What follows belongs to an exercise in optimizing a design on an open flow for small area, a short achievable clock period and few clock cycles per item; a production flow would make more cautious choices. In this exercise RTL edits were held to simulation tests only and were not proved equivalent to the original.

==> flow/design.v, too long to show whole: its modules and the start of the top module <==
// module FA: 4 lines
// module HAN: 4 lines
// module HAS: 4 lines
// module AO22: 3 lines
// module Norm24: 14 lines
// module NAND2: 3 lines
// module MulTree: 517 lines
// module Mul24: 5 lines
// module SrtStep: 22 lines
// module SrtFirst: 6 lines
// module FloatALUUnit: 265 lines
module FloatALUUnit(
    input             clk,
    input             rst,
    input             in_valid,
    output            in_ready,
    input      [1:0]  oper,
    input      [31:0] n1,
    input      [31:0] n2,
    output reg        out_valid,
    output reg [31:0] result,
    output reg        LessThan,
    output reg        Overflow,
    output reg        Underflow,
    output reg        Exception
    );
  // ...
==> flow/flow/run.sh <==
#!/bin/bash
# The standard layout, with the port buffers made plain buf_2 cells rather
# than the delay buffers buffer_ports picks by default.
set -euo pipefail
export BUFFER_PORTS_ARGS="-buffer_cell sky130_fd_sc_hd__buf_2"
bash standard.sh > make_flow.log 2>&1
==> flow/standard.sh <==
#!/bin/bash
# synth_recipe.tcl (not shown) runs the flow's synth.tcl, then flattens the netlist and writes it again
# the make line also repeats each setting of config.mk as NAME=value (left out here)
make -C /OpenROAD-flow-scripts/flow DESIGN_CONFIG=/design/flow/config.mk WORK_HOME=/design/flow/orfs CLKGATE_MAP_FILE= SYNTH_SCRIPT=/design/flow/synth_recipe.tcl "${@:-finish}"
==> flow/config.mk <==
export PLATFORM = sky130hd
export DESIGN_NAME = FloatALUUnit
export DESIGN_NICKNAME = FloatALUUnit
export VERILOG_FILES = /design/flow/design.v
export SDC_FILE = /design/flow/constraint.sdc
export NUM_CORES = 4
export LEC_CHECK = 0
export CAP_MARGIN = 20
export CORE_MARGIN = 2
export CORE_UTILIZATION = 40
export SLEW_MARGIN = 20
export SYNTH_HIERARCHICAL = 1
==> flow/constraint.sdc <==
create_clock -name core_clock -period 100.0 [get_ports {clk}]
set_input_delay 20.0000 -clock core_clock [delete_from_list [all_inputs] [get_ports {clk}]]
set_output_delay 20.0000 -clock core_clock [all_outputs]
set_load 0.01 [all_outputs]
==> flow_summary.json, run 1 <==
{
  "drive_above_1_share": 0.0848,
  "min_to": "qp4[20]$_DFF_P_",
  "startpoint": "st1$_DFF_P_",
  "dominant_cells": "multi-input combinational cells",
  "critPathLaunchType": "flip-flop",
  "status": "timing/DRC/antenna clean",
  "worstPathCellList": "clkinv_1 -> buf_2",
  "path_clk_slew_ns": 0.06,
  "wl_met1_mm": 86.7,
  "overflow": 0,
  "cts.path.max_buffers": 3,
  "fin_setup_tns_ns": 0,
  "cts_resized": 0,
  "fin_crit_ns": 22.05,
  "postPlaceCellArea_um2": 66000,
  "initial_core_util": 0.402,
  "setup_viol": 0,
  "pre_cts_slack_ns": 78.35,
  "drt_first_pass_iters": 6,
  "place_hpwl_mm": 155,
  "multi_input_area_um2": 50300,
  "port_buffers": 106,
  "cp-end-kind": "output pin",
  "cp_num_buf_inv": 2,
  "post-route-util": 0.435,
  "r2r_start": "a1[24]$_DFFE_PN_",
  "required_ns": 80.00,
  "multi_input_cells": 5124
}
Testbench counts, summed over its fixed seeds: cycles 32,040, items 32,000.
==> inputs of run 2 (changes only) <==
==> flow/run.sh (new file) <==
#!/bin/bash
# synth_recipe.tcl (not shown) runs the flow's synth.tcl, then flattens the netlist and writes it again
# the make line also repeats each setting of config.mk as NAME=value (left out here)
make -C /OpenROAD-flow-scripts/flow DESIGN_CONFIG=/design/flow/config.mk WORK_HOME=/design/flow/orfs CLKGATE_MAP_FILE= SYNTH_SCRIPT=/design/flow/synth_recipe.tcl finish
removed: flow/flow/run.sh
removed: flow/standard.sh
==> run 2 against run 1 <==
  * Via count fell by 0.49%
  * Design area rose by 0.91%
  * Maximum frequency rose by 0.37%
==> flow_summary.json, run 2 <==
{
  "drv_slew": 0,
  "skew_ns": 0.0295,
  "boundaryPins": 107,
  "worstPathCellList": "clkinv_1 -> buf_4 -> clkdlybuf4s50_1",
  "htree_levels": 2,
  "final_common_cell": "fa_1",
  "yosys_warnings": 8,
  "mostFrequentLayoutCells": "fa_1, nand2_1, a22o_1",
  "avgSynthCellArea_um2": 10.0,
  "max_freq_mhz": 45.5,
  "worstSetupPathType": "flip-flop to output pin",
  "cts_buffers": 50,
  "wl_mm": 202,
  "cts_tree": "built",
  "port_buffers": 106,
  "path_delay_family": "buffers and inverters",
  "cts.path.max_buffers": 3,
  "drc": 0,
  "setup_viol": 0,
  "fillers": 14900,
  "place_hpwl_mm": 155,
  "required_ns": 80.00,
  "core_um2": 156000,
  "multi_input_area_um2": 50300,
  "gr-usage-all-layers": 0.252,
  "arrival_ns": 1.97,
  "antenna_found_initial": 3,
  "cp_num_buf_inv": 3,
  "drt_first_pass_iters": 6,
  "grt_start_max_net_pins": 55,
  "drtIter0Drc": 4444,
  "rows": 145,
  "maxSlewHeadroom": 0.253,
  "drive_above_1_share": 0.0686,
  "hold_class": "flip-flop to flip-flop",
  "final_area_um2": 68400,
  "cts_root_buffer": "clkbuf_16",
  "status": "timing/DRC/antenna clean",
  "clkLatencyLatePin_ns": 0.66,
  "syn_area_um2": 62600,
  "grt_pass1_vias": 51500,
  "syn2layout_area_growth_pct": 9.18,
  "seqCellArea_um2": 9880,
  "period_share": 0.220,
  "initial_core_util": 0.402,
  "top_regs": "a1 (32), b1 (32), result (32)",
  "dieArea_um2": 160000,
  "postPlaceCellArea_um2": 66600,
  "crit_slowest_cell": "clkdlybuf4s50_1",
  "worstMarginPinSlew_ns": 1.12,
  "viasPerCell": 5.93,
  "critPathLaunchType": "flip-flop",
  "finalHoldViolCount": 0,
  "clock_sinks": 460,
  "path_clk_slew_ns": 0.07,
  "vias": 50000,
  "holdBufCountCts": 0,
  "final_cells": 8429,
  "postCtsSetupBuffers": 0,
  "wl_per_cell_um": 24.0,
  "final_antenna_net_count": 0,
  "fin_setup_tns_ns": 0,
  "max_stage_delay_ns": 0.58,
  "rsz0062_at_grt": "no",
  "dieWidth_um": 400,
  "synth_cells": 6238,
  "overflow": 0,
  "hold_slack_ns": 0.315,
  "fin_crit_ns": 21.97,
  "fin_nets": 7864,
  "critPathMaxFanout": 7,
  "max_cap_violations": 0,
  "dieHeight_um": 400,
  "place_inst": 8333,
  "grt_pass1_wl_mm": 311,
  "cts_resized": 0,
  "cp-end-kind": "output pin",
  "gp_congestion": 0.968
}
run 2: final timing paths:
kind	startpoint	end	slack, ns	cells past startpoint
worst min register to register	qn2[4]$_DFF_P_	qn3[11]$_DFF_P_	0.31	0
worst min-delay path	qn2[4]$_DFF_P_	qn3[11]$_DFF_P_	0.31	0
worst max register to register	s4r[23]$_DFF_P_	result[1]$_DFF_P_	84.07	57
worst max-delay path	st1$_DFF_P_	in_ready	78.03	3
run 2: final cells by class:
class	instances	area share
diodes	1	0.0000366
clock buffers	60	0.0202
clock inverters	34	0.00624
inverters	442	0.0243
multi-input cells	5124	0.736
flip-flops and latches	460	0.144
well taps	2058	0.0377
repair buffers	250	0.0313
run 2: worst register-to-register path: cells and delay by family, from the launching register on:
family                   cells  cell delay, ns
flip-flops                   1            0.33
multiplexers                 4            1.53
XOR/XNOR                     3            0.43
adder cells (fa/ha/maj)     12            4.20
AO/OA/AOI/OAI               27            6.53
AND/OR/NAND/NOR              6            1.36
buffers and inverters        5            1.44
run 2: layer usage:
layer	track usage	part of all wire
met1	0.345	0.43
met2	0.400	0.45
met3	0.0399	0.081
met4	0.0963	0.042
met5	0	0
run 2: stage by stage:
step / utilization / setup slack, ns
6_report: 0.439 / 78.03
5_1_grt: 0.439 / 77.97
4_1_cts: 0.439 / 78.00
3_5_place_dp: 0.427 / 77.95
3_3_place_gp: 0.427 / 77.87
2_1_floorplan: - / 78.63
==> module Mul24, before the edit <==
module Mul24(input [23:0] a, input [23:0] b, output [47:0] p);
wire [47:0] xn, yn;
MulTree T(.a(a), .b(b), .xn(xn), .yn(yn));
assign p = ~(xn + yn + 48'd1);
endmodule
==> module SrtStep, before the edit <==
module SrtStep(input [26:1] s2, input [26:1] c2, input [22:0] dm, input [22:0] dmn,
               output [26:0] so, output [26:2] cm, output p, output n);
wire [3:0] t  = s2[26:23] ^ c2[26:23];
wire [3:0] g  = s2[26:23] & c2[26:23];
wire       c3 = g[2] | (t[2] & g[1]) | (t[2] & t[1] & g[0]);
wire       y3 = t[3] ^ c3;
assign p = ~y3;
assign n = y3 & ~&t;
wire [26:1] a;
genvar i;
AO22 s0(.a1(p), .a2(dmn[0]), .b1(n), .b2(dm[0]), .y(so[0]));
generate for (i = 1; i < 23; i = i + 1) begin : sel
    AO22 u(.a1(p), .a2(dmn[i]), .b1(n), .b2(dm[i]), .y(a[i]));
end endgenerate
assign a[23] = n;
assign a[26:24] = {3{p}};
wire unused_c27;
generate for (i = 1; i < 26; i = i + 1) begin : fa
    FA u(.a(s2[i]), .b(c2[i]), .c(a[i]), .s(so[i]), .co(cm[i+1]));
end endgenerate
FA f26(.a(s2[26]), .b(c2[26]), .c(a[26]), .s(so[26]), .co(unused_c27));
endmodule
==> module FloatALUUnit, before the edit <==
module FloatALUUnit(
    input             clk,
    input             rst,
    input             in_valid,
    output            in_ready,
    input      [1:0]  oper,
    input      [31:0] n1,
    input      [31:0] n2,
    output reg        out_valid,
    output reg [31:0] result,
    output reg        LessThan,
    output reg        Overflow,
    output reg        Underflow,
    output reg        Exception
    );
localparam N1 = 7, N2 = 7, N3 = 7, N4 = 4;    
reg        v1, st1, nst1, lts1;
reg [1:0]  op1;
reg [31:0] a1, b1;
reg [4:0]  k1, k2;
wire       rdy1 = a1[22] | ~|a1[22:0];
wire       rdy2 = b1[22] | ~|b1[22:0];
wire       irdy1 = n1[22] | ~|n1[22:0];
wire       irdy2 = n2[22] | ~|n2[22:0];
assign in_ready = ~st1;
always @(posedge clk) begin
    if (st1) begin
        st1  <= ~rst & ~((rdy1 | a1[21]) & (rdy2 | b1[21]));
        v1   <= ~rst & v1;
        if (!rdy1) begin a1[22:0] <= {a1[21:0], 1'b0}; k1 <= k1 + 5'd1; end
        if (!rdy2) begin b1[22:0] <= {b1[21:0], 1'b0}; k2 <= k2 + 5'd1; end
        nst1 <= 1'b1;
        if (!nst1) lts1 <= lt;
    end else begin
        st1  <= ~rst & in_valid & (oper == 2'd3) & ~|n1[30:23] & ~(irdy1 & irdy2);
        v1   <= ~rst & in_valid;
        op1  <= oper;
        a1   <= n1;
        b1   <= n2;
        k1   <= 5'd0;
        k2   <= 5'd0;
        nst1 <= 1'b0;
    end
end
wire        sa = a1[31], sb = b1[31];
wire [7:0]  e1 = a1[30:23], e2 = b1[30:23];
wire        h  = |e1;
wire [23:0] A  = {h, a1[22:0]};
wire [23:0] B  = {h, b1[22:0]};
wire        exc_ab = (&e1) | (&e2);
wire [8:0]  ediff = {1'b0, e1} - {1'b0, e2};
wire        isGT  = ~ediff[8];
wire [7:0]  ad    = isGT ? ediff[7:0] : (8'd0 - ediff[7:0]);
wire [7:0]  Ebig  = isGT ? e1 : e2;
wire [23:0] big   = isGT ? A : B;
wire [23:0] sml   = isGT ? B : A;
wire [23:0] shd   = sml >> ad;
wire [24:0] asum  = {1'b0, big} + {1'b0, shd};
wire [24:0] adif  = {1'b0, big} - {1'b0, shd};
wire [23:0] adifn = shd - big;
wire        bge   = ~adif[24];
wire        deq   = (adif[23:0] == 24'd0);
wire        mcmp  = isGT ? bge : (~bge | deq);       
wire [23:0] aabs  = bge ? adif[23:0] : adifn;
wire        ro    = op1[0] ^ sa ^ sb;
wire        acar  = ~ro & asum[24];
wire [23:0] ax    = ro ? aabs : asum[23:0];
wire [27:0] anrm;
Norm24 NA(.x(ax), .y(anrm));
wire [22:0] acM   = asum[23:1] + {22'd0, asum[0]};
wire [22:0] aM    = acar ? acM : anrm[22:0];
wire [4:0]  ash   = acar ? 5'd0 : anrm[27:23];
wire [7:0]  anE   = acar ? Ebig + 8'd1 : Ebig;
wire [8:0]  aE    = {1'b0, anE} - {4'd0, ash};
wire        aUf   = aE[8];
wire        aOv   = (Ebig == 8'd254) & (ash == 5'd0);
wire        asg   = ro ? (sa ~^ mcmp) : sa;
wire        lt    = (sa ^ sb) ? sa : (sa ~^ mcmp);
wire [47:0] P;
Mul24 MT(.a(A), .b(B), .p(P));
wire        p47  = P[47];
wire        mrnd = p47 ? |P[23:0] : |P[22:0];
wire [22:0] mM   = (p47 ? P[46:24] : P[45:23]) + {22'd0, mrnd};
wire [9:0]  mEs  = {2'd0, e1} + {2'd0, e2} + {9'd0, p47};
wire [9:0]  mEf  = mEs - 10'd127;
wire        mUf  = mEf[9];
wire        mOv  = ~mEf[9] & mEf[8];
wire        ismul = op1 == 2'd2;
wire        isdiv = op1 == 2'd3;
wire [31:0] r4  = ismul ? {sa ^ sb, mEf[7:0], mM} : {asg, aE[7:0], aM};
wire        fOv = ismul ? mOv : aOv;
wire        fUf = ismul ? mUf : aUf;
wire        fEx = exc_ab;
wire [31:0] nres = fOv ? {r4[31], 8'hff, 23'd0} :
                   fUf ? {r4[31], 31'd0} :
                   fEx ? 32'hffffffff : r4;
wire        dExc = exc_ab | ~|b1[30:0];
wire [7:0]  subE = e1 - e2;
wire        zq1  = ~|a1[22:0] | (k1 == 5'd18);
wire        zq2  = ~|b1[22:0] | (k2 == 5'd18);
wire [27:0] dn1  = h ? {5'd0, a1[22:0]} : zq1 ? 28'd0 : {k1 + 5'd1, a1[21:0], 1'b0};
wire [27:0] dn2  = h ? {5'd0, b1[22:0]} : zq2 ? 28'd0 : {k2 + 5'd1, b1[21:0], 1'b0};
wire [7:0]  tE1  = subE + 8'd127 - {3'd0, dn1[27:23]};
wire [8:0]  tE2  = {1'b0, tE1} + {4'd0, dn2[27:23]};
wire [26:0] s_1, c_1;
wire [N1-1:0] qp_1, qn_1;
wire [26:0] sv1 [0:N1-1];
wire [26:0] cv1 [0:N1-1];
wire [22:0] dmn1 = ~dn2[22:0];
wire [22:0] fs1, fc1;
SrtFirst F1(.xm(dn1[22:0]), .dm(dn2[22:0]), .s(fs1), .c(fc1));
assign sv1[0] = {4'b1111, fs1};
assign cv1[0] = {3'b000, fc1, 1'b1};
assign qp_1[N1-1] = 1'b1;
assign qn_1[N1-1] = 1'b0;
genvar g1;
generate for (g1 = 1; g1 < N1; g1 = g1 + 1) begin : ch1
    wire [26:2] cm;
    wire [26:1] si, ci;
    assign si = sv1[g1-1][25:0];
    assign ci = cv1[g1-1][25:0];
    SrtStep S(.s2(si), .c2(ci), .dm(dn2[22:0]), .dmn(dmn1), .so(sv1[g1]), .cm(cm),
              .p(qp_1[N1-1-g1]), .n(qn_1[N1-1-g1]));
    assign cv1[g1] = {cm, 1'b0, qp_1[N1-1-g1]};
end endgenerate
assign s_1 = sv1[N1-1];
assign c_1 = cv1[N1-1];
reg        v2, isd2, lt2;
reg [26:0] s2r, c2r;
reg [22:0] dm2;
reg [N1-1:0] qp2, qn2;
reg [8:0]  tE2r2;
reg        dsg2, dex2;
always @(posedge clk) begin
    v2    <= ~rst & v1 & ~st1;
    isd2  <= isdiv;
    lt2   <= nst1 ? lts1 : lt;
    s2r   <= s_1;
    c2r   <= c_1;
    dm2   <= isdiv ? dn2[22:0] : nres[22:0];
    tE2r2 <= isdiv ? tE2 : nres[31:23];
    dsg2  <= sa ^ sb;
    dex2  <= dExc;
    qp2   <= isdiv ? qp_1 : {fOv, fUf, fEx, {(N1-3){1'b0}}};
    qn2   <= qn_1;
end
wire [26:0] s_2, c_2;
wire [N2-1:0] qp_2, qn_2;
wire [26:0] sv2 [0:N2-1];
wire [26:0] cv2 [0:N2-1];
wire [22:0] dmn2 = ~dm2;
genvar g2;
generate for (g2 = 0; g2 < N2; g2 = g2 + 1) begin : ch2
    wire [26:2] cm;
    wire [26:1] si, ci;
    if (g2 == 0) begin : in
        assign si = s2r[25:0];
        assign ci = c2r[25:0];
    end else begin : mid
        assign si = sv2[g2-1][25:0];
        assign ci = cv2[g2-1][25:0];
    end
    SrtStep S(.s2(si), .c2(ci), .dm(dm2), .dmn(dmn2), .so(sv2[g2]), .cm(cm),
              .p(qp_2[N2-1-g2]), .n(qn_2[N2-1-g2]));
    assign cv2[g2] = {cm, 1'b0, qp_2[N2-1-g2]};
end endgenerate
assign s_2 = sv2[N2-1];
assign c_2 = cv2[N2-1];
reg        v3, isd3, lt3;
reg [26:0] s3r, c3r;
reg [22:0] dm3;
reg [N1+N2-1:0] qp3, qn3;
reg [8:0]  tE2r3;
reg        dsg3, dex3;
always @(posedge clk) begin
    v3 <= rst ? 1'b0 : v2;
    isd3 <= isd2; lt3 <= lt2;
    s3r <= s_2; c3r <= c_2; dm3 <= dm2;
    qp3 <= {qp2, qp_2}; qn3 <= {qn2, qn_2};
    tE2r3 <= tE2r2; dsg3 <= dsg2; dex3 <= dex2;
end
wire [26:0] s_3, c_3;
wire [N3-1:0] qp_3, qn_3;
wire [26:0] sv3 [0:N3-1];
wire [26:0] cv3 [0:N3-1];
wire [22:0] dmn3 = ~dm3;
genvar g3;
generate for (g3 = 0; g3 < N3; g3 = g3 + 1) begin : ch3
    wire [26:2] cm;
    wire [26:1] si, ci;
    if (g3 == 0) begin : in
        assign si = s3r[25:0];
        assign ci = c3r[25:0];
    end else begin : mid
        assign si = sv3[g3-1][25:0];
        assign ci = cv3[g3-1][25:0];
    end
    SrtStep S(.s2(si), .c2(ci), .dm(dm3), .dmn(dmn3), .so(sv3[g3]), .cm(cm),
              .p(qp_3[N3-1-g3]), .n(qn_3[N3-1-g3]));
    assign cv3[g3] = {cm, 1'b0, qp_3[N3-1-g3]};
end endgenerate
assign s_3 = sv3[N3-1];
assign c_3 = cv3[N3-1];
reg        v4, isd4, lt4;
reg [26:0] s4r, c4r;
reg [22:0] dm4;
reg [N1+N2+N3-1:0] qp4, qn4;
reg [8:0]  tE2r4;
reg        dsg4, dex4;
always @(posedge clk) begin
    v4 <= rst ? 1'b0 : v3;
    isd4 <= isd3; lt4 <= lt3;
    s4r <= s_3; c4r <= c_3; dm4 <= dm3;
    qp4 <= {qp3, qp_3}; qn4 <= {qn3, qn_3};
    tE2r4 <= tE2r3; dsg4 <= dsg3; dex4 <= dex3;
end
wire [26:0] s_4, c_4;
wire [N4-1:0] qp_4, qn_4;
wire [26:0] sv4 [0:N4-1];
wire [26:0] cv4 [0:N4-1];
wire [22:0] dmn4 = ~dm4;
genvar g4;
generate for (g4 = 0; g4 < N4; g4 = g4 + 1) begin : ch4
    wire [26:2] cm;
    wire [26:1] si, ci;
    if (g4 == 0) begin : in
        assign si = s4r[25:0];
        assign ci = c4r[25:0];
    end else begin : mid
        assign si = sv4[g4-1][25:0];
        assign ci = cv4[g4-1][25:0];
    end
    SrtStep S(.s2(si), .c2(ci), .dm(dm4), .dmn(dmn4), .so(sv4[g4]), .cm(cm),
              .p(qp_4[N4-1-g4]), .n(qn_4[N4-1-g4]));
    assign cv4[g4] = {cm, 1'b0, qp_4[N4-1-g4]};
end endgenerate
assign s_4 = sv4[N4-1];
assign c_4 = cv4[N4-1];
wire [26:0] wfin = s_4 + c_4;
wire        wneg = wfin[26];
wire [24:0] Qp   = {qp4, qp_4};
wire [24:0] Qn   = {qn4, qn_4};
wire [24:0] Q    = Qp - Qn - {24'd0, wneg};
wire        q24  = Q[24];
wire [22:0] dM   = q24 ? Q[23:1] : Q[22:0];
wire [7:0]  E3   = tE2r4[7:0] - 8'd1;
wire        E3c  = |tE2r4[7:0];
wire [7:0]  dE   = q24 ? tE2r4[7:0] : E3;
wire        dOv  = q24 ? 1'b0 : (tE2r4[8] & E3c);
wire        dUf  = q24 ? ~tE2r4[8] : ~(tE2r4[8] | E3c);
wire [31:0] dres = dOv ? {dsg4, 8'hff, 23'd0} :
                   dUf ? {dsg4, 31'd0} :
                   dex4 ? 32'hffffffff : {dsg4, dE, dM};
localparam QT = N1 + N2 + N3 - 1;
always @(posedge clk) begin
    out_valid <= rst ? 1'b0 : v4;
    LessThan  <= lt4;
    if (isd4) begin
        result <= dres; Overflow <= dOv; Underflow <= dUf; Exception <= dex4;
    end else begin
        result <= {tE2r4, dm4}; Overflow <= qp4[QT]; Underflow <= qp4[QT-1];
        Exception <= qp4[QT-2];
    end
end
endmodule
==> inputs of run 3 (changes only) <==
--- a/flow/design.v
+++ b/flow/design.v
@@ -31,7 +31,20 @@
 module NAND2(input a, input b, output y);
 assign y = ~(a & b);
 endmodule
-module MulTree(input [23:0] a, input [23:0] b, output [47:0] xn, output [47:0] yn);
+module AOI22(input a1, input a2, input b1, input b2, output y);
+assign y = ~((a1 & a2) | (b1 & b2));
+endmodule
+module HASN(input a, input b, output s, output co);
+assign s  = a ^ b;
+assign co = ~a | b;
+endmodule
+module HA(input a, input b, output s, output co);
+assign s  = a ^ b;
+assign co = a & b;
+endmodule
+`timescale 1ns / 1ps
+module Mul24(input [23:0] a, input [23:0] b, output [47:23] ph, output lz);
+wire [47:0] xn, yn;
 wire [575:0] ppn;
 genvar gi, gj;
 generate for (gi = 0; gi < 24; gi = gi + 1) begin : ppi
@@ -547,14 +560,19 @@
 wire t1011, t1012; FA ut1011 (.a(t924), .b(ppn[551]), .c(ppn[574]), .s(t1011), .co(t1012));
 assign xn = {1'b1, t1012, t1010, t1008, t1006, t1004, t1002, t1000, t998, t996, t994, t992, t990, t988, t986, t984, t982, t980, t978, t976, t974, t972, t970, t968, t966, t964, t962, t960, t958, t956, t954, t952, t950, t948, t946, t944, t942, t940, t938, t936, t934, t932, t930, t928, t926, t925, ppn[1], ppn[0]};
 assign yn = {1'b1, ppn[575], t1011, t1009, t1007, t1005, t1003, t1001, t999, t997, t995, t993, t991, t989, t987, t985, t983, t981, t979, t977, t975, t973, t971, t969, t967, t965, t963, t961, t959, t957, t955, t953, t951, t949, t947, t945, t943, t941, t939, t937, t935, t933, t931, t929, t927, ppn[48], ppn[24], 1'b1};
-endmodule
-module Mul24(input [23:0] a, input [23:0] b, output [47:0] p);
-wire [47:0] xn, yn;
-MulTree T(.a(a), .b(b), .xn(xn), .yn(yn));
-assign p = ~(xn + yn + 48'd1);
+wire [23:0] cl;
+wire [22:0] tl;
+assign cl[0] = 1'b1;
+genvar i;
+generate for (i = 0; i < 23; i = i + 1) begin : lo
+    FA u(.a(xn[i]), .b(yn[i]), .c(cl[i]), .s(tl[i]), .co(cl[i+1]));
+end endgenerate
+wire [24:0] th = xn[47:23] + yn[47:23] + {24'd0, cl[23]};
+assign ph = ~th;
+assign lz = &tl;
 endmodule
 `timescale 1ns / 1ps
-module SrtStep(input [26:1] s2, input [26:1] c2, input [22:0] dm, input [22:0] dmn,
+module SrtStep #(parameter C2Z = 1) (input [26:1] s2, input [26:1] c2, input [22:0] dm, input [22:0] dmn,
                output [26:0] so, output [26:2] cm, output p, output n);
 wire [3:0] t  = s2[26:23] ^ c2[26:23];
 wire [3:0] g  = s2[26:23] & c2[26:23];
@@ -572,7 +590,11 @@
 assign a[26:24] = {3{p}};
 wire unused_c27;
 generate for (i = 1; i < 26; i = i + 1) begin : fa
-    FA u(.a(s2[i]), .b(c2[i]), .c(a[i]), .s(so[i]), .co(cm[i+1]));
+    if (i == 2 && C2Z) begin : h
+        HA u(.a(s2[i]), .b(a[i]), .s(so[i]), .co(cm[i+1]));
+    end else begin : f
+        FA u(.a(s2[i]), .b(c2[i]), .c(a[i]), .s(so[i]), .co(cm[i+1]));
+    end
 end endgenerate
 FA f26(.a(s2[26]), .b(c2[26]), .c(a[26]), .s(so[26]), .co(unused_c27));
 endmodule
@@ -599,7 +621,7 @@
     output reg        Exception
     );
 localparam N1 = 7, N2 = 7, N3 = 7, N4 = 4;    
-reg        v1, st1, nst1, lts1;
+reg        v1, st1, nst1, lts1, irq;    
 reg [1:0]  op1;
 reg [31:0] a1, b1;
 reg [4:0]  k1, k2;
@@ -607,17 +629,21 @@
 wire       rdy2 = b1[22] | ~|b1[22:0];
 wire       irdy1 = n1[22] | ~|n1[22:0];
 wire       irdy2 = n2[22] | ~|n2[22:0];
-assign in_ready = ~st1;
+assign in_ready = irq;
+wire st1_hold = ~((rdy1 | a1[21]) & (rdy2 | b1[21]));
+wire st1_new  = in_valid & (oper == 2'd3) & ~|n1[30:23] & ~(irdy1 & irdy2);
 always @(posedge clk) begin
     if (st1) begin
-        st1  <= ~rst & ~((rdy1 | a1[21]) & (rdy2 | b1[21]));
+        st1  <= ~rst & st1_hold;
+        irq  <= rst | ~st1_hold;
         v1   <= ~rst & v1;
         if (!rdy1) begin a1[22:0] <= {a1[21:0], 1'b0}; k1 <= k1 + 5'd1; end
         if (!rdy2) begin b1[22:0] <= {b1[21:0], 1'b0}; k2 <= k2 + 5'd1; end
         nst1 <= 1'b1;
         if (!nst1) lts1 <= lt;
     end else begin
-        st1  <= ~rst & in_valid & (oper == 2'd3) & ~|n1[30:23] & ~(irdy1 & irdy2);
+        st1  <= ~rst & st1_new;
+        irq  <= rst | ~st1_new;
         v1   <= ~rst & in_valid;
         op1  <= oper;
         a1   <= n1;
@@ -640,20 +666,16 @@
 wire [23:0] big   = isGT ? A : B;
 wire [23:0] sml   = isGT ? B : A;
 wire [23:0] shd   = sml >> ad;
-wire [24:0] asum  = {1'b0, big} + {1'b0, shd};
-wire [24:0] adif  = {1'b0, big} - {1'b0, shd};
-wire [23:0] adifn = shd - big;
-wire        bge   = ~adif[24];
-wire        deq   = (adif[23:0] == 24'd0);
-wire        mcmp  = isGT ? bge : (~bge | deq);       
-wire [23:0] aabs  = bge ? adif[23:0] : adifn;
-wire        ro    = op1[0] ^ sa ^ sb;
-wire        acar  = ~ro & asum[24];
-wire [23:0] ax    = ro ? aabs : asum[23:0];
+wire        ro    = op1[0] ^ sa ^ sb;              
+wire [24:0] ares  = {1'b0, big} + {1'b0, ro ? ~shd : shd} + {24'd0, ro};
+wire        cge   = big >= shd;
+wire        ceq   = big == shd;
+wire        mcmp  = isGT ? cge : (~cge | ceq);       
+wire        acar  = ~ro & ares[24];
+wire        aneg  = ro & ~ares[24];
+wire [23:0] ax    = aneg ? 24'd0 - ares[23:0] : ares[23:0];
 wire [27:0] anrm;
 Norm24 NA(.x(ax), .y(anrm));
-wire [22:0] acM   = asum[23:1] + {22'd0, asum[0]};
-wire [22:0] aM    = acar ? acM : anrm[22:0];
 wire [4:0]  ash   = acar ? 5'd0 : anrm[27:23];
 wire [7:0]  anE   = acar ? Ebig + 8'd1 : Ebig;
 wire [8:0]  aE    = {1'b0, anE} - {4'd0, ash};
@@ -661,18 +683,20 @@
 wire        aOv   = (Ebig == 8'd254) & (ash == 5'd0);
 wire        asg   = ro ? (sa ~^ mcmp) : sa;
 wire        lt    = (sa ^ sb) ? sa : (sa ~^ mcmp);
-wire [47:0] P;
-Mul24 MT(.a(A), .b(B), .p(P));
+wire [47:23] P;
+wire        plz;
+Mul24 MT(.a(A), .b(B), .ph(P), .lz(plz));
 wire        p47  = P[47];
-wire        mrnd = p47 ? |P[23:0] : |P[22:0];
-wire [22:0] mM   = (p47 ? P[46:24] : P[45:23]) + {22'd0, mrnd};
+wire        mrnd = ~plz | (p47 & P[23]);
 wire [9:0]  mEs  = {2'd0, e1} + {2'd0, e2} + {9'd0, p47};
 wire [9:0]  mEf  = mEs - 10'd127;
 wire        mUf  = mEf[9];
 wire        mOv  = ~mEf[9] & mEf[8];
 wire        ismul = op1 == 2'd2;
 wire        isdiv = op1 == 2'd3;
-wire [31:0] r4  = ismul ? {sa ^ sb, mEf[7:0], mM} : {asg, aE[7:0], aM};
+wire [22:0] incr = (ismul ? (p47 ? P[46:24] : P[45:23]) : ares[23:1]) + {22'd0, ismul ? mrnd : ares[0]};
+wire [22:0] r4M = (ismul | acar) ? incr : anrm[22:0];
+wire [31:0] r4  = ismul ? {sa ^ sb, mEf[7:0], r4M} : {asg, aE[7:0], r4M};
 wire        fOv = ismul ? mOv : aOv;
 wire        fUf = ismul ? mUf : aUf;
 wire        fEx = exc_ab;
@@ -704,7 +728,7 @@
     wire [26:1] si, ci;
     assign si = sv1[g1-1][25:0];
     assign ci = cv1[g1-1][25:0];
-    SrtStep S(.s2(si), .c2(ci), .dm(dn2[22:0]), .dmn(dmn1), .so(sv1[g1]), .cm(cm),
+    SrtStep #(.C2Z(g1 > 1)) S(.s2(si), .c2(ci), .dm(dn2[22:0]), .dmn(dmn1), .so(sv1[g1]), .cm(cm),
               .p(qp_1[N1-1-g1]), .n(qn_1[N1-1-g1]));
     assign cv1[g1] = {cm, 1'b0, qp_1[N1-1-g1]};
 end endgenerate
==> flow/flow/run.sh (new file) <==
#!/bin/bash
# The standard layout, with the port buffers made plain buf_2 cells rather
# than the delay buffers buffer_ports picks by default.
set -euo pipefail
export BUFFER_PORTS_ARGS="-buffer_cell sky130_fd_sc_hd__buf_2"
bash standard.sh > make_flow.log 2>&1
==> flow/standard.sh (new file) <==
#!/bin/bash
# synth_recipe.tcl (not shown) runs the flow's synth.tcl, then flattens the netlist and writes it again
# the make line also repeats each setting of config.mk as NAME=value (left out here)
make -C /OpenROAD-flow-scripts/flow DESIGN_CONFIG=/design/flow/config.mk WORK_HOME=/design/flow/orfs CLKGATE_MAP_FILE= SYNTH_SCRIPT=/design/flow/synth_recipe.tcl "${@:-finish}"
removed: flow/run.sh
==> run 3 against run 2 <==
  * Cell count decreased by 7.2%
  * Global-route usage shrank 0.50 points
  * Synthesized area down 5.4%
  * Maximum frequency up 4.0%
  * Non-clock buffer count fell by 6
  * Critical path depth fell by 2
  * Flip-flop and latch count rose by 1
  * Design area is 5.1% lower
  * Critical endpoint is now result[0]
  * Clock-buffer cell count grew 8
  * Register-to-register slack worse by 1.6 ns
  * Core utilization is 0.19 points higher
  * First-iteration DRC count is 16% lower
==> flow_summary.json, run 3 <==
{
  "clock_sinks": 461,
  "worstPathCellList": "buf_2",
  "drc": 0,
  "top_regs": "a1 (32), b1 (32), result (32)",
  "vias": 46700,
  "r2r_start": "a1[0]$_SDFFCE_PP0P_",
  "fin_setup_tns_ns": 0,
  "antenna_found_initial": 4,
  "max_stage_delay_ns": 0.32,
  "rows": 141,
  "cts_tree": "built",
  "cts_resized": 0,
  "synth_cells": 5673,
  "grt_pass1_vias": 50400,
  "critPathMaxFanout": 1,
  "min-delay-start": "qn2[0]$_DFF_P_",
  "pre_cts_slack_ns": 78.37,
  "port_buffers": 106,
  "postCtsSetupBuffers": 0,
  "status": "timing/DRC/antenna clean",
  "post-route-util": 0.441,
  "crit_slowest_cell": "dfxtp_1",
  "wl_mm": 184,
  "final_antenna_net_count": 0,
  "worstMarginPinSlew_ns": 1.10,
  "cts.path.max_buffers": 3,
  "setup_viol": 0,
  "drv_slew": 0,
  "maxSlewHeadroom": 0.263,
  "min_to": "qn3[7]$_DFF_P_",
  "place_inst": 7728,
  "drt_first_pass_iters": 8,
  "grt_pass1_wl_mm": 295,
  "arrival_ns": 1.12,
  "finalHoldViolCount": 0,
  "dieWidth_um": 389,
  "overflow": 0,
  "min_path_cells": 0,
  "gp_congestion": 0.936,
  "ff2ff_path_depth": 53,
  "max_cap_violations": 0,
  "dieArea_um2": 151000,
  "path_clk_slew_ns": 0.07,
  "hold_class": "flip-flop to flip-flop",
  "grt_start_max_net_pins": 57,
  "avgSynthCellArea_um2": 10.4,
  "cts_root_buffer": "clkbuf_16",
  "wl_per_cell_um": 23.5,
  "final_common_cell": "fa_1",
  "mostFrequentLayoutCells": "fa_1, nand2_1, a22o_1",
  "worst_slack_ns": 78.88,
  "viasPerCell": 5.96,
  "drive_above_1_share": 0.0901,
  "gr-usage-all-layers": 0.247,
  "clkLatencyLatePin_ns": 0.68,
  "worstSetupPathType": "flip-flop to output pin",
  "required_ns": 80.00,
  "crit_cells": 1,
  "yosys_warnings": 8,
  "cp_num_buf_inv": 1,
  "drtIter0Drc": 3721,
  "max_freq_mhz": 47.3,
  "place_hpwl_mm": 139,
  "final_cells": 7823,
  "core_um2": 147000,
  "htree_levels": 2,
  "skew_ns": 0.0444,
  "hold_slack_ns": 0.289,
  "path_delay_family": "flip-flops",
  "fin_nets": 7360,
  "fin_crit_ns": 21.12,
  "boundaryPins": 107,
  "cts_buffers": 51,
  "rsz0062_at_grt": "no",
  "initial_core_util": 0.402,
  "critPathLaunchType": "flip-flop",
  "period_share": 0.211,
  "cp-end-kind": "output pin",
  "r2r_slack_ns": 82.51,
  "syn2layout_area_growth_pct": 9.60,
  "r2r_end": "dm2[12]$_DFF_P_",
  "holdBufCountCts": 0,
  "dieHeight_um": 389,
  "syn_area_um2": 59200
}
==> run 3: worst max-delay path by stage <==
stage	start	to	slack [ns]
CTS	result[0]$_DFF_P_	result[0]	78.82
global route	result[21]$_DFF_P_	result[21]	78.82
finish	result[0]$_DFF_P_	result[0]	78.88
global placement	n2[16]	st1$_DFF_P_	78.38
detailed placement	n2[16]	st1$_DFF_P_	78.37
floorplan	n2[16]	st1$_DFF_P_	78.79
==> run 3: routing by layer <==
| layer | GRT usage | vias to the layer above | wire, um |
|---|---|---|---|
| met5 | 0 | - | 18 |
| met4 | 0.0844 | 2 | 6750 |
| met3 | 0.0413 | 383 | 14100 |
| met2 | 0.414 | 1913 | 87400 |
| met1 | 0.323 | 24000 | 75700 |
| li1 | - | 20300 | - |
==> run 3: layout make-up <==
type	count	area, um^2
Antenna cell	1	2.50
Clock buffer	68	1460
Clock inverter	26	352
Fill cell	14000	82400
Inverter	380	1430
Multi-Input combinational cell	4713	47800
Sequential cell	461	9900
Tap cell	1930	2410
Timing Repair Buffer	244	1570
==> run 3: stage by stage <==
step | cell area [um^2]
floorplan | 59300
global placement | 63100
detailed placement | 63100
CTS | 64900
global route | 64900
finish | 64900
Testbench counts of run 3, summed over its fixed seeds: cycles 32,040, items 32,000.
==> inputs of run 4 (changes only) <==
--- a/flow/design.v
+++ b/flow/design.v
@@ -622,6 +622,8 @@
     );
 localparam N1 = 7, N2 = 7, N3 = 7, N4 = 4;    
 reg        v1, st1, nst1, lts1, irq;    
+reg        cf1;                         
+reg        v2, isd2;
 reg [1:0]  op1;
 reg [31:0] a1, b1;
 reg [4:0]  k1, k2;
@@ -632,18 +634,26 @@
 assign in_ready = irq;
 wire st1_hold = ~((rdy1 | a1[21]) & (rdy2 | b1[21]));
 wire st1_new  = in_valid & (oper == 2'd3) & ~|n1[30:23] & ~(irdy1 & irdy2);
+wire cf1_new  = in_valid & (oper == 2'd3) & v2 & isd2;     
+wire cf1_hold = v1 & (op1 == 2'd3) & v2 & isd2;            
 always @(posedge clk) begin
     if (st1) begin
         st1  <= ~rst & st1_hold;
-        irq  <= rst | ~st1_hold;
+        cf1  <= ~rst & cf1_hold;
+        irq  <= rst | ~(st1_hold | cf1_hold);
         v1   <= ~rst & v1;
         if (!rdy1) begin a1[22:0] <= {a1[21:0], 1'b0}; k1 <= k1 + 5'd1; end
         if (!rdy2) begin b1[22:0] <= {b1[21:0], 1'b0}; k2 <= k2 + 5'd1; end
         nst1 <= 1'b1;
         if (!nst1) lts1 <= lt;
+    end else if (cf1) begin
+        cf1  <= ~rst & cf1_hold;
+        irq  <= rst | ~cf1_hold;
+        v1   <= ~rst & v1;
     end else begin
         st1  <= ~rst & st1_new;
-        irq  <= rst | ~st1_new;
+        cf1  <= ~rst & cf1_new;
+        irq  <= rst | ~(st1_new | cf1_new);
         v1   <= ~rst & in_valid;
         op1  <= oper;
         a1   <= n1;
@@ -711,144 +721,97 @@
 wire [27:0] dn2  = h ? {5'd0, b1[22:0]} : zq2 ? 28'd0 : {k2 + 5'd1, b1[21:0], 1'b0};
 wire [7:0]  tE1  = subE + 8'd127 - {3'd0, dn1[27:23]};
 wire [8:0]  tE2  = {1'b0, tE1} + {4'd0, dn2[27:23]};
-wire [26:0] s_1, c_1;
-wire [N1-1:0] qp_1, qn_1;
-wire [26:0] sv1 [0:N1-1];
-wire [26:0] cv1 [0:N1-1];
-wire [22:0] dmn1 = ~dn2[22:0];
+reg        v3, isd3, v4, isd4;
+reg [26:0] s2r, c2r, s3r, c3r, s4r, c4r;
+reg [22:0] dm2, dm3, dm4;
+wire       selX = v3 & isd3;
 wire [22:0] fs1, fc1;
 SrtFirst F1(.xm(dn1[22:0]), .dm(dn2[22:0]), .s(fs1), .c(fc1));
-assign sv1[0] = {4'b1111, fs1};
-assign cv1[0] = {3'b000, fc1, 1'b1};
-assign qp_1[N1-1] = 1'b1;
-assign qn_1[N1-1] = 1'b0;
+wire [26:2] g0cm;
+wire [26:0] g0s;
+wire        g0p, g0n;
+wire [22:0] dmn3 = ~dm3;
+SrtStep G0(.s2(s3r[25:0]), .c2(c3r[25:0]), .dm(dm3), .dmn(dmn3), .so(g0s), .cm(g0cm), .p(g0p), .n(g0n));
+wire [22:0] dmX  = selX ? dm3 : dn2[22:0];
+wire [22:0] dmnX = ~dmX;
+wire [26:0] sv1 [0:6];
+wire [26:0] cv1 [0:6];
+wire [5:0]  qpX, qnX;
+assign sv1[0] = selX ? g0s : {4'b1111, fs1};
+assign cv1[0] = selX ? {g0cm, 1'b0, g0p} : {3'b000, fc1, 1'b1};
 genvar g1;
-generate for (g1 = 1; g1 < N1; g1 = g1 + 1) begin : ch1
+generate for (g1 = 1; g1 < 7; g1 = g1 + 1) begin : chx
+    wire [26:2] cm;
+    SrtStep #(.C2Z(g1 > 1)) S(.s2(sv1[g1-1][25:0]), .c2(cv1[g1-1][25:0]), .dm(dmX), .dmn(dmnX),
+              .so(sv1[g1]), .cm(cm), .p(qpX[6-g1]), .n(qnX[6-g1]));
+    assign cv1[g1] = {cm, 1'b0, qpX[6-g1]};
+end endgenerate
+wire        selY = v4 & isd4;
+wire [26:0] sY0  = selY ? s4r : s2r;
+wire [26:0] cY0  = selY ? c4r : c2r;
+wire [22:0] dmY  = selY ? dm4 : dm2;
+wire [22:0] dmnY = ~dmY;
+wire [26:0] sv2 [0:6];
+wire [26:0] cv2 [0:6];
+wire [6:0]  qpY, qnY;
+genvar g2;
+generate for (g2 = 0; g2 < 7; g2 = g2 + 1) begin : chy
     wire [26:2] cm;
     wire [26:1] si, ci;
-    assign si = sv1[g1-1][25:0];
-    assign ci = cv1[g1-1][25:0];
-    SrtStep #(.C2Z(g1 > 1)) S(.s2(si), .c2(ci), .dm(dn2[22:0]), .dmn(dmn1), .so(sv1[g1]), .cm(cm),
-              .p(qp_1[N1-1-g1]), .n(qn_1[N1-1-g1]));
-    assign cv1[g1] = {cm, 1'b0, qp_1[N1-1-g1]};
+    if (g2 == 0) begin : in
+        assign si = sY0[25:0];
+        assign ci = cY0[25:0];
+    end else begin : mid
+        assign si = sv2[g2-1][25:0];
+        assign ci = cv2[g2-1][25:0];
+    end
+    SrtStep S(.s2(si), .c2(ci), .dm(dmY), .dmn(dmnY), .so(sv2[g2]), .cm(cm),
+              .p(qpY[6-g2]), .n(qnY[6-g2]));
+    assign cv2[g2] = {cm, 1'b0, qpY[6-g2]};
 end endgenerate
-assign s_1 = sv1[N1-1];
-assign c_1 = cv1[N1-1];
-reg        v2, isd2, lt2;
-reg [26:0] s2r, c2r;
-reg [22:0] dm2;
-reg [N1-1:0] qp2, qn2;
+reg        lt2;
+reg [6:0]  qp2, qn2;
 reg [8:0]  tE2r2;
 reg        dsg2, dex2;
 always @(posedge clk) begin
-    v2    <= ~rst & v1 & ~st1;
+    v2    <= ~rst & v1 & ~st1 & ~cf1;
     isd2  <= isdiv;
     lt2   <= nst1 ? lts1 : lt;
-    s2r   <= s_1;
-    c2r   <= c_1;
+    s2r   <= sv1[6];
+    c2r   <= cv1[6];
     dm2   <= isdiv ? dn2[22:0] : nres[22:0];
     tE2r2 <= isdiv ? tE2 : nres[31:23];
     dsg2  <= sa ^ sb;
     dex2  <= dExc;
-    qp2   <= isdiv ? qp_1 : {fOv, fUf, fEx, {(N1-3){1'b0}}};
-    qn2   <= qn_1;
+    qp2   <= isdiv ? {1'b1, qpX} : {fOv, fUf, fEx, 4'b0000};
+    qn2   <= {1'b0, qnX};
 end
-wire [26:0] s_2, c_2;
-wire [N2-1:0] qp_2, qn_2;
-wire [26:0] sv2 [0:N2-1];
-wire [26:0] cv2 [0:N2-1];
-wire [22:0] dmn2 = ~dm2;
-genvar g2;
-generate for (g2 = 0; g2 < N2; g2 = g2 + 1) begin : ch2
-    wire [26:2] cm;
-    wire [26:1] si, ci;
-    if (g2 == 0) begin : in
-        assign si = s2r[25:0];
-        assign ci = c2r[25:0];
-    end else begin : mid
-        assign si = sv2[g2-1][25:0];
-        assign ci = cv2[g2-1][25:0];
-    end
-    SrtStep S(.s2(si), .c2(ci), .dm(dm2), .dmn(dmn2), .so(sv2[g2]), .cm(cm),
-              .p(qp_2[N2-1-g2]), .n(qn_2[N2-1-g2]));
-    assign cv2[g2] = {cm, 1'b0, qp_2[N2-1-g2]};
-end endgenerate
-assign s_2 = sv2[N2-1];
-assign c_2 = cv2[N2-1];
-reg        v3, isd3, lt3;
-reg [26:0] s3r, c3r;
-reg [22:0] dm3;
-reg [N1+N2-1:0] qp3, qn3;
+reg        lt3;
+reg [13:0] qp3, qn3;
 reg [8:0]  tE2r3;
 reg        dsg3, dex3;
 always @(posedge clk) begin
-    v3 <= rst ? 1'b0 : v2;
+    v3 <= ~rst & v2;
     isd3 <= isd2; lt3 <= lt2;
-    s3r <= s_2; c3r <= c_2; dm3 <= dm2;
-    qp3 <= {qp2, qp_2}; qn3 <= {qn2, qn_2};
+    s3r <= sv2[6]; c3r <= cv2[6]; dm3 <= dm2;
+    qp3 <= {qp2, qpY}; qn3 <= {qn2, qnY};
     tE2r3 <= tE2r2; dsg3 <= dsg2; dex3 <= dex2;
 end
-wire [26:0] s_3, c_3;
-wire [N3-1:0] qp_3, qn_3;
-wire [26:0] sv3 [0:N3-1];
-wire [26:0] cv3 [0:N3-1];
-wire [22:0] dmn3 = ~dm3;
-genvar g3;
-generate for (g3 = 0; g3 < N3; g3 = g3 + 1) begin : ch3
-    wire [26:2] cm;
-    wire [26:1] si, ci;
-    if (g3 == 0) begin : in
-        assign si = s3r[25:0];
-        assign ci = c3r[25:0];
-    end else begin : mid
-        assign si = sv3[g3-1][25:0];
-        assign ci = cv3[g3-1][25:0];
-    end
-    SrtStep S(.s2(si), .c2(ci), .dm(dm3), .dmn(dmn3), .so(sv3[g3]), .cm(cm),
-              .p(qp_3[N3-1-g3]), .n(qn_3[N3-1-g3]));
-    assign cv3[g3] = {cm, 1'b0, qp_3[N3-1-g3]};
-end endgenerate
-assign s_3 = sv3[N3-1];
-assign c_3 = cv3[N3-1];
-reg        v4, isd4, lt4;
-reg [26:0] s4r, c4r;
-reg [22:0] dm4;
-reg [N1+N2+N3-1:0] qp4, qn4;
+reg        lt4;
+reg [20:0] qp4, qn4;
 reg [8:0]  tE2r4;
 reg        dsg4, dex4;
 always @(posedge clk) begin
-    v4 <= rst ? 1'b0 : v3;
+    v4 <= ~rst & v3;
     isd4 <= isd3; lt4 <= lt3;
-    s4r <= s_3; c4r <= c_3; dm4 <= dm3;
-    qp4 <= {qp3, qp_3}; qn4 <= {qn3, qn_3};
+    s4r <= sv1[6]; c4r <= cv1[6]; dm4 <= dm3;
+    qp4 <= {qp3, g0p, qpX}; qn4 <= {qn3, g0n, qnX};
     tE2r4 <= tE2r3; dsg4 <= dsg3; dex4 <= dex3;
 end
-wire [26:0] s_4, c_4;
-wire [N4-1:0] qp_4, qn_4;
-wire [26:0] sv4 [0:N4-1];
-wire [26:0] cv4 [0:N4-1];
-wire [22:0] dmn4 = ~dm4;
-genvar g4;
-generate for (g4 = 0; g4 < N4; g4 = g4 + 1) begin : ch4
-    wire [26:2] cm;
-    wire [26:1] si, ci;
-    if (g4 == 0) begin : in
-        assign si = s4r[25:0];
-        assign ci = c4r[25:0];
-    end else begin : mid
-        assign si = sv4[g4-1][25:0];
-        assign ci = cv4[g4-1][25:0];
-    end
-    SrtStep S(.s2(si), .c2(ci), .dm(dm4), .dmn(dmn4), .so(sv4[g4]), .cm(cm),
-              .p(qp_4[N4-1-g4]), .n(qn_4[N4-1-g4]));
-    assign cv4[g4] = {cm, 1'b0, qp_4[N4-1-g4]};
-end endgenerate
-assign s_4 = sv4[N4-1];
-assign c_4 = cv4[N4-1];
-wire [26:0] wfin = s_4 + c_4;
+wire [26:0] wfin = sv2[3] + cv2[3];
 wire        wneg = wfin[26];
-wire [24:0] Qp   = {qp4, qp_4};
-wire [24:0] Qn   = {qn4, qn_4};
+wire [24:0] Qp   = {qp4, qpY[6:3]};
+wire [24:0] Qn   = {qn4, qnY[6:3]};
 wire [24:0] Q    = Qp - Qn - {24'd0, wneg};
 wire        q24  = Q[24];
 wire [22:0] dM   = q24 ? Q[23:1] : Q[22:0];
@@ -860,15 +823,14 @@
 wire [31:0] dres = dOv ? {dsg4, 8'hff, 23'd0} :
                    dUf ? {dsg4, 31'd0} :
                    dex4 ? 32'hffffffff : {dsg4, dE, dM};
-localparam QT = N1 + N2 + N3 - 1;
 always @(posedge clk) begin
-    out_valid <= rst ? 1'b0 : v4;
+    out_valid <= ~rst & v4;
     LessThan  <= lt4;
     if (isd4) begin
         result <= dres; Overflow <= dOv; Underflow <= dUf; Exception <= dex4;
     end else begin
-        result <= {tE2r4, dm4}; Overflow <= qp4[QT]; Underflow <= qp4[QT-1];
-        Exception <= qp4[QT-2];
+        result <= {tE2r4, dm4}; Overflow <= qp4[20]; Underflow <= qp4[19];
+        Exception <= qp4[18];
     end
 end
 endmodule
--- a/flow/config.mk
+++ b/flow/config.mk
@@ -5,8 +5,8 @@
 export SDC_FILE = /design/flow/constraint.sdc
 export NUM_CORES = 4
 export LEC_CHECK = 0
-export CAP_MARGIN = 20
+export CAP_MARGIN = 0
 export CORE_MARGIN = 2
 export CORE_UTILIZATION = 40
-export SLEW_MARGIN = 20
+export SLEW_MARGIN = 0
 export SYNTH_HIERARCHICAL = 1
==> run 4 against run 3 <==
  * Die area fell by 13%
  * First-iteration DRC count rose by 19%
  * Maximum frequency barely moved
  * Synthesized cell count fell by 8.8%
  * Worst setup slack got worse by 0.00090 ns
  * Critical path type is now input port to flip-flop
  * Largest cell class unchanged
==> flow_summary.json, run 4 <==
{
  "status": "timing/DRC/antenna clean",
  "rows": 131,
  "syn_area_um2": 51500,
  "syn2layout_area_growth_pct": 9.78,
  "grt_pass1_wl_mm": 276,
  "drive_above_1_share": 0.103,
  "cts_root_buffer": "clkbuf_16",
  "cts.path.max_buffers": 3,
  "overflow": 0,
  "critPathMaxFanout": 2,
  "holdBufCountCts": 0,
  "dieHeight_um": 363,
  "core_um2": 128000,
  "mostFrequentLayoutCells": "nand2_1, fa_1, inv_1",
  "required_ns": 100.55,
  "wl_per_cell_um": 25.6,
  "maxSlewHeadroom": 0.215,
  "grt_use_met1": 0.382,
  "cp-end-kind": "flip-flop",
  "finalHoldViolCount": 0,
  "arrival_ns": 21.67,
  "clock_sinks": 405,
  "worstPathCellList": "buf_2 -> or4_1 -> nor4_1 -> o22ai_1 -> nand4b_1 -> nor2_1 -> o21ba_2",
  "postCtsSetupBuffers": 0,
  "gp_congestion": 0.948,
  "wl_mm": 180,
  "path_clk_slew_ns": 0.06,
  "path_delay_family": "simple AND/OR/NAND/NOR gates",
  "yosys_warnings": 8,
  "grt_pass1_vias": 43900,
  "final_antenna_net_count": 0,
  "place_hpwl_mm": 135,
  "fin_nets": 6561,
  "critPathLaunchType": "input port",
  "final_common_cell": "nand2_1",
  "top_regs": "a1 (32), b1 (32), result (32)",
  "viasPerCell": 6.02,
  "dieWidth_um": 363,
  "drv_slew": 0,
  "port_buffers": 106,
  "crit_slowest_cell": "or4_1",
  "hold_class": "flip-flop to flip-flop",
  "cts_tree": "built",
  "gr-usage-all-layers": 0.276,
  "period_share": 0.211,
  "skew_ns": 0.0314,
  "pre_cts_slack_ns": 78.17,
  "fin_setup_tns_ns": 0,
  "boundaryPins": 107,
  "grt-busiest-layer": "met2",
  "synth_cells": 5173,
  "max_freq_mhz": 47.3,
  "met2_usage": 0.430,
  "cts_buffers": 49,
  "htree_levels": 2,
  "grt_start_max_net_pins": 76,
  "max_stage_delay_ns": 0.50,
  "initial_core_util": 0.403,
  "clkLatencyLatePin_ns": 0.67,
  "setup_viol": 0,
  "diodes": 0,
  "worstSetupPathType": "input port to flip-flop",
  "avgSynthCellArea_um2": 9.96,
  "max_cap_violations": 0,
  "worst_slack_ns": 78.88,
  "worstMarginPinSlew_ns": 1.17,
  "rsz0062_at_grt": "no",
  "drc": 0,
  "drtIter0Drc": 4438,
  "antenna_found_initial": 5,
  "use_met3": 0.0590,
  "cp_num_buf_inv": 1,
  "dieArea_um2": 132000,
  "drt_first_pass_iters": 6,
  "vias": 42300,
  "fin_crit_ns": 21.12,
  "cts_resized": 0
}
-- run 4: layout make-up --
type / count / area [um^2]
multi-input combinational: 4233 / 40800
fill: 12200 / 71100
tap: 1662 / 2080
timing repair buffer: 251 / 1620
inverter: 392 / 1470
sequential: 405 / 8880
clock buffer: 58 / 1310
clock inverter: 28 / 377
-- run 4: path summary, 6_finish.rpt --
check / from / endpoint / slack (ns) / cells after the start
worst max-delay path: n1[16] / st1$_DFF_P_ / 78.88 / 7
worst max register to register: b1[3]$_DFFE_PP_ / dm2[16]$_DFF_P_ / 82.12 / 56
worst min register to register: qp3[8]$_DFF_P_ / qp4[15]$_DFF_P_ / 0.32 / 0
worst min-delay path: qp3[8]$_DFF_P_ / qp4[15]$_DFF_P_ / 0.32 / 0
-- run 4: metrics by stage --
step / hold WS, ns / area [um^2] / cells / utilization
2_1_floorplan: 0.310 / 51500 / 5174 / -
3_3_place_gp: 0.311 / 54900 / 6943 / 0.430
3_5_place_dp: 0.312 / 54900 / 6943 / 0.430
4_1_cts: 0.321 / 56500 / 7029 / 0.443
5_1_grt: 0.327 / 56500 / 7029 / 0.443
6_report: 0.319 / 56500 / 7029 / 0.443
-- run 4: routing by layer --
layer | vias to the layer above | wire, um | share of wire
li1 | 18300 | - | -
met1 | 21400 | 75800 | 0.42
met2 | 2147 | 80400 | 0.45
met3 | 362 | 17300 | 0.096
met4 | 4 | 6660 | 0.037
met5 | - | 27 | 0.00015
Testbench counts of run 4, summed over its fixed seeds: cycles 34,437, items 32,000.
==> inputs of run 5 (changes only) <==
--- a/flow/config.mk
+++ b/flow/config.mk
@@ -5,8 +5,8 @@
 export SDC_FILE = /design/flow/constraint.sdc
 export NUM_CORES = 4
 export LEC_CHECK = 0
-export CAP_MARGIN = 0
+export CAP_MARGIN = 20
 export CORE_MARGIN = 2
 export CORE_UTILIZATION = 40
-export SLEW_MARGIN = 0
+export SLEW_MARGIN = 20
 export SYNTH_HIERARCHICAL = 1
==> run 5 against run 4 <==
  * Maximum frequency barely moved
  * Critical path depth did not move
  * Still clean
  * Worst hold slack improved by 0.0013 ns
  * Highest routed layer unchanged
==> flow_summary.json, run 5 <==
{
  "status": "timing/DRC/antenna clean",
  "gp_congestion": 0.948,
  "r2r_slack_ns": 82.15,
  "arrival_ns": 21.69,
  "wl_per_cell_um": 25.6,
  "grt_pass1_wl_mm": 276,
  "path_delay_family": "simple AND/OR/NAND/NOR gates",
  "viasPerCell": 6.01,
  "dieWidth_um": 363,
  "worstMarginPinSlew_ns": 1.10,
  "drt_first_pass_iters": 6,
  "cts_root_buffer": "clkbuf_16",
  "final_common_cell": "nand2_1",
  "synth_cells": 5173,
  "period_share": 0.211,
  "fin_crit_ns": 21.14,
  "syn2layout_area_growth_pct": 9.81,
  "cts.path.max_buffers": 3,
  "cts_buffers": 49,
  "max_cap_violations": 0,
  "avgSynthCellArea_um2": 9.96,
  "wl_mm": 180,
  "finalHoldViolCount": 0,
  "final_antenna_net_count": 0,
  "cts_resized": 0,
  "max_freq_mhz": 47.3,
  "drv_slew": 0,
  "overflow": 0,
  "drive_above_1_share": 0.103,
  "drc": 0,
  "holdBufCountCts": 0,
  "skew_ns": 0.0322,
  "cts_tree": "built",
  "dieHeight_um": 363,
  "syn_area_um2": 51500,
  "critPathMaxFanout": 2,
  "htree_levels": 2,
  "grt_pass1_vias": 43900,
  "fin_setup_tns_ns": 0,
  "crit_slowest_cell": "or4_1",
  "boundaryPins": 107,
  "setup_viol": 0,
  "rsz0062_at_grt": "no",
  "post-route-util": 0.443,
  "initial_core_util": 0.403,
  "max_stage_delay_ns": 0.50,
  "gr-usage-all-layers": 0.276,
  "worst_slack_ns": 78.86,
  "postCtsSetupBuffers": 0,
  "vias": 42300,
  "fin_nets": 6562,
  "drtIter0Drc": 4410,
  "worstSetupPathType": "input port to flip-flop",
  "top_regs": "a1 (32), b1 (32), result (32)",
  "critPathLaunchType": "input port",
  "rows": 131,
  "required_ns": 100.55,
  "port_buffers": 106,
  "cp-end-kind": "flip-flop",
  "clock_sinks": 405,
  "yosys_warnings": 8,
  "final_area_um2": 56600,
  "postPlaceCellArea_um2": 54900,
  "clkLatencyLatePin_ns": 0.67,
  "core_um2": 128000,
  "dieArea_um2": 132000,
  "place_hpwl_mm": 135,
  "pre_cts_slack_ns": 78.17,
  "antenna_found_initial": 5,
  "grt_start_max_net_pins": 76,
  "maxSlewHeadroom": 0.267,
  "worstPathCellList": "buf_2 -> or4_1 -> nor4_1 -> o22ai_1 -> nand4b_1 -> nor2_1 -> o21ba_2",
  "hold_class": "flip-flop to flip-flop",
  "path_clk_slew_ns": 0.06,
  "cp_num_buf_inv": 1,
  "mostFrequentLayoutCells": "nand2_1, fa_1, inv_1"
}
==> run 5: cell types whose count changed in the layout (fill, tap and decap cells not counted), sizes merged <==
cell   previous run  this run
diode             0         2
buf             251       252
==> run 5: final timing paths <==
kind / start / end / depth (start not counted)
max: n1[16] / st1$_DFF_P_ / 7
min: qp3[8]$_DFF_P_ / qp4[15]$_DFF_P_ / 0
max reg2reg: b1[3]$_DFFE_PP_ / dm2[16]$_DFF_P_ / 56
min reg2reg: qp3[8]$_DFF_P_ / qp4[15]$_DFF_P_ / 0
==> run 5: metrics by stage <==
stage	instances	hold WS [ns]
after floorplan	5174	0.310
after global placement	6943	0.311
after detailed placement	6943	0.312
after CTS	7029	0.321
after global routing	7030	0.327
final	7032	0.320
==> run 5: cell type report <==
cell class	count	area (um^2)
fill	12200	71100
clock buffer	58	1310
tap	1662	2080
clock inverter	28	377
timing repair buffer	252	1630
sequential	405	8880
inverter	392	1470
antenna	2	5.00
multi-input combinational	4233	40800
==> run 5: worst register-to-register path: cells and delay by family (launching register included) <==
| kind | cells | cell delay (ns) |
|---|---|---|
| adder cells (fa/ha/maj) | 27 | 10.63 |
| AO/OA/AOI/OAI | 14 | 4.03 |
| buffers and inverters | 7 | 1.33 |
| AND/OR/NAND/NOR | 8 | 1.03 |
| flip-flops | 1 | 0.78 |
==> run 5: metal layers <==
metal,global-route usage,wire [um],vias to the layer above
met5,0,27,-
met4,0.0924,6920,4
met3,0.0590,17800,388
met2,0.430,80200,2210
met1,0.382,75300,21300
li1,-,-,18300

afterwards: timing with drivers on the ports:
No port has a modelled driver above. Below, the same layouts with a new extraction and two added sets of constraints.
Step 1: set_driving_cell puts a clkbuf_16 on clk and a buf_2 on each other input, an assumption about the parent block.
Step 2 also shifts input and output timing later by t, the mid clock arrival at the registers, as if the neighbouring blocks saw the same clock.
Three values: ideal, step 1, step 2; two values: the first two.
run	shift t [ns]	setup slack, ns	worst register clock-pin slew, ns	worst slew at a driven data input, ns
run 1	0.750	77.949 / 77.853 / 78.400	0.07 / 0.07	0.04
run 2	0.724	78.030 / 77.947 / 77.934	0.07 / 0.07	0.05
run 3	0.736	78.876 / 78.795 / 78.316	0.07 / 0.07	0.04
run 4	0.735	78.875 / 78.808 / 78.203	0.08 / 0.08	0.06
run 5	0.740	78.858 / 78.805 / 78.181	0.08 / 0.08	0.06
After both steps setup and hold are still met in every run listed. The setup slack of run 5, which loses most, moves by -0.053 ns with the drivers and by -0.677 ns with both steps.
